From an optimization exercise on the open Yosys and OpenROAD flow, aimed at small area; shortcuts taken in it are not production practice. The RTL was checked by simulation tests, not by an equivalence proof against the original design. Power and IR drop assume default switching activity.

## plane_game_logic
module plane_game_logic(
    input clk, rst,
    input button_left, button_shoot, button_right, button_up, button_down,
    input ps2_clk,ps2_data,
    input vs_neg,
    output [7:0] SSEG_CA, SSEG_AN,
    output [7:0] led,
    output reg play,
    output [3:0] hited,
    output [10:0] my_plane_x, my_plane_y,
    output [10:0] my_bullet_x, my_bullet_y,
    output have_bullet_now,
    output [10:0] enemy_x, enemy_y,
    output [10:0] enemy_bullet_x, enemy_bullet_y,
    output have_enemy_bullet_now);
wire up, down, left, right, shoot;
wire [3:0] score;
wire hinc;
reg hdinc;
wire hdinc_next;
wire A_left_key_press, A_right_key_press, A_up_key_press, A_down_key_press;
wire A_fire;
wire game_rst = rst | shoot;
always @(posedge clk) begin
    if(game_rst) play <= 1'b0;
    else if(up) play <= 1'b1;
    hdinc <= hdinc_next;
end
wire [9:0] mpx, mpy, mbx, mby;
wire [2:0] hd;
wire [8:0] ex = enemy_x[9:1];
wire [8:0] ebx = enemy_bullet_x[9:1];
enemy_position M3(
    .vs_neg (vs_neg),
    .clk    (clk),
    .rst    (game_rst),
    .enemy_x(enemy_x),
    .enemy_y(enemy_y));
enemy_bullet_position M5(
    .vs_neg (vs_neg),
    .clk    (clk),
    .rst    (game_rst),
    .por    (rst),
    .ex     (ex),
    .play   (play),
    .my_plane_x (mpx),
    .my_plane_y (mpy),
    .hited  (hd),
    .hdinc_next (hdinc_next),
    .enemy_bullet_x (enemy_bullet_x),
  ...
Size: about 1400 cells after synthesis, about 380 flip-flops, about 130 I/O pins, ~0.014 mm^2 of cells after synthesis.
==> flow/config.mk <==
export PLATFORM = sky130hd
export DESIGN_NAME = plane_game_logic
export DESIGN_NICKNAME = plane_game_logic
export VERILOG_FILES = /design/flow/design.v
export SDC_FILE = /design/flow/constraint.sdc
export NUM_CORES = 4
export LEC_CHECK = 0
export CAP_MARGIN = 20
export CORE_MARGIN = 2
export CORE_UTILIZATION = 65
export PLACE_DENSITY = 0.75
export SLEW_MARGIN = 20
==> flow/constraint.sdc <==
create_clock -name core_clock -period 10.0 [get_ports {clk}]
set_input_delay 2.0000 -clock core_clock [delete_from_list [all_inputs] [get_ports {clk}]]
set_output_delay 2.0000 -clock core_clock [all_outputs]
set_load 0.01 [all_outputs]
standard.sh (not shown) runs the stock make flow with config.mk's settings and CLKGATE_MAP_FILE= SYNTH_SCRIPT=/design/flow/synth_recipe.tcl, a recipe that flattens the netlist after the stock synthesis.
==> flow/flow/run.sh <==
#!/bin/bash
# Own layout flow: the standard ORFS flow (standard.sh, unchanged
# synthesis), with smaller port buffers and a clock tree built from small
# clock buffers (clkbuf_4 leaves, clusters of at most 11 sinks) without
# dummy loads.
set -euo pipefail
export BUFFER_PORTS_ARGS="-buffer_cell sky130_fd_sc_hd__buf_1"
# The constant outputs share one tie cell per value instead of one each.
export SKIP_REPAIR_TIE_FANOUT=1
export CTS_ARGS="-sink_clustering_enable -repair_clock_nets -dont_use_dummy_load -buf_list sky130_fd_sc_hd__clkbuf_4 -root_buf sky130_fd_sc_hd__clkbuf_8 -sink_clustering_size 11 -sink_clustering_max_diameter 35"
bash standard.sh > flow_make.log 2>&1
Next try:
==> flow/flow/run.sh (replaced) <==
#!/bin/bash
# Own layout flow: the standard ORFS flow (standard.sh, unchanged
# synthesis), with smaller port buffers and a clock tree built from small
# clock buffers without dummy loads.
set -euo pipefail
export BUFFER_PORTS_ARGS="-buffer_cell sky130_fd_sc_hd__buf_1"
export CTS_ARGS="-sink_clustering_enable -repair_clock_nets -dont_use_dummy_load -buf_list sky130_fd_sc_hd__clkbuf_4 -root_buf sky130_fd_sc_hd__clkbuf_8 -sink_clustering_size 12 -sink_clustering_max_diameter 40"
bash standard.sh > flow_make.log 2>&1
After rerunning: Final area grows by 0.45%. Hold slack improved by 6.3 ps. Count of clock-buffer cells in the layout shrinks by 5. Cell count grows by about 1.4%. Setup slack got worse by 120 ps. Via count grows by about 0.46%. First-iteration DRC count grows by about 14%.


## job 101
Starting RTL as in the previous note.
==> flow/config.mk <==
export PLATFORM = sky130hd
export DESIGN_NAME = plane_game_logic
export DESIGN_NICKNAME = plane_game_logic
export VERILOG_FILES = /design/flow/design.v
export SDC_FILE = /design/flow/constraint.sdc
export NUM_CORES = 4
export LEC_CHECK = 0
export CAP_MARGIN = 5
export CORE_MARGIN = 2
export CORE_UTILIZATION = 65
export PLACE_DENSITY = 0.75
export SLEW_MARGIN = 5
==> flow/constraint.sdc <==
create_clock -name core_clock -period 10.0 [get_ports {clk}]
set_input_delay 2.0000 -clock core_clock [delete_from_list [all_inputs] [get_ports {clk}]]
set_output_delay 2.0000 -clock core_clock [all_outputs]
set_load 0.01 [all_outputs]
==> flow/flow/run.sh <==
#!/bin/bash
# Own layout flow: the standard ORFS flow (standard.sh, unchanged
# synthesis), with smaller port buffers and a clock tree built from small
# clock buffers without dummy loads.
set -euo pipefail
export BUFFER_PORTS_ARGS="-buffer_cell sky130_fd_sc_hd__buf_1"
export CTS_ARGS="-sink_clustering_enable -repair_clock_nets -dont_use_dummy_load -buf_list sky130_fd_sc_hd__clkbuf_4 -root_buf sky130_fd_sc_hd__clkbuf_8 -sink_clustering_size 12 -sink_clustering_max_diameter 40"
bash standard.sh > flow_make.log 2>&1
### job 101 -> job 102
- swapping 5 for 20 in SLEW_MARGIN
- swapping 5 for 20 in CAP_MARGIN
==> flow/flow/run.sh <==
#!/bin/bash
# Own layout flow: the standard ORFS flow (standard.sh, unchanged
# synthesis), with smaller port buffers and a clock tree built from small
# clock buffers (clkbuf_4 leaves, clusters of at most 11 sinks) without
# dummy loads.
set -euo pipefail
export BUFFER_PORTS_ARGS="-buffer_cell sky130_fd_sc_hd__buf_1"
# The constant outputs share one tie cell per value instead of one each.
export SKIP_REPAIR_TIE_FANOUT=1
export CTS_ARGS="-sink_clustering_enable -repair_clock_nets -dont_use_dummy_load -buf_list {sky130_fd_sc_hd__clkbuf_2 sky130_fd_sc_hd__clkbuf_4} -root_buf sky130_fd_sc_hd__clkbuf_8 -sink_clustering_size 11 -sink_clustering_max_diameter 35"
bash standard.sh > flow_make.log 2>&1
==> run summary <==
Lower time the worst path needs with I/O delays and setup goes to job 102 over job 101. Against job 101, job 102 reports a number of clock buffers in the layout that is higher. From job 101 to job 102 the numbers moved as follows: clock power went up, worst path setup slack after routing rose 0.12 ns.

## what the ideal ports hide
The results above use ideal ports. As a check the final layouts listed here were re-extracted and re-timed, cells and wires unchanged. Step 1, drivers: a clkbuf_16 drives clk and a buf_2 each remaining input, both assumed. Step 2 moves the port delays by t, midway between the first and last clock arrival at a register: inputs arrive t later, outputs are due t later. That takes back most of the time a late clock gives input paths. Three values: no drivers, after step 1, after step 2; two values: the first two.
run	shift t [ns]	slack for setup (ns)	worst register clock-pin slew, ns
the first run of note 1	0.572	4.291 / 4.291 / 3.885	0.11 / 0.11
the second run of note 1	0.553	4.168 / 4.168 / 3.944	0.12 / 0.12
job 101	0.553	4.168 / 4.168 / 3.944	0.12 / 0.12
job 102	0.572	4.291 / 4.291 / 3.885	0.11 / 0.11
After both steps setup and hold are still met in every run listed.
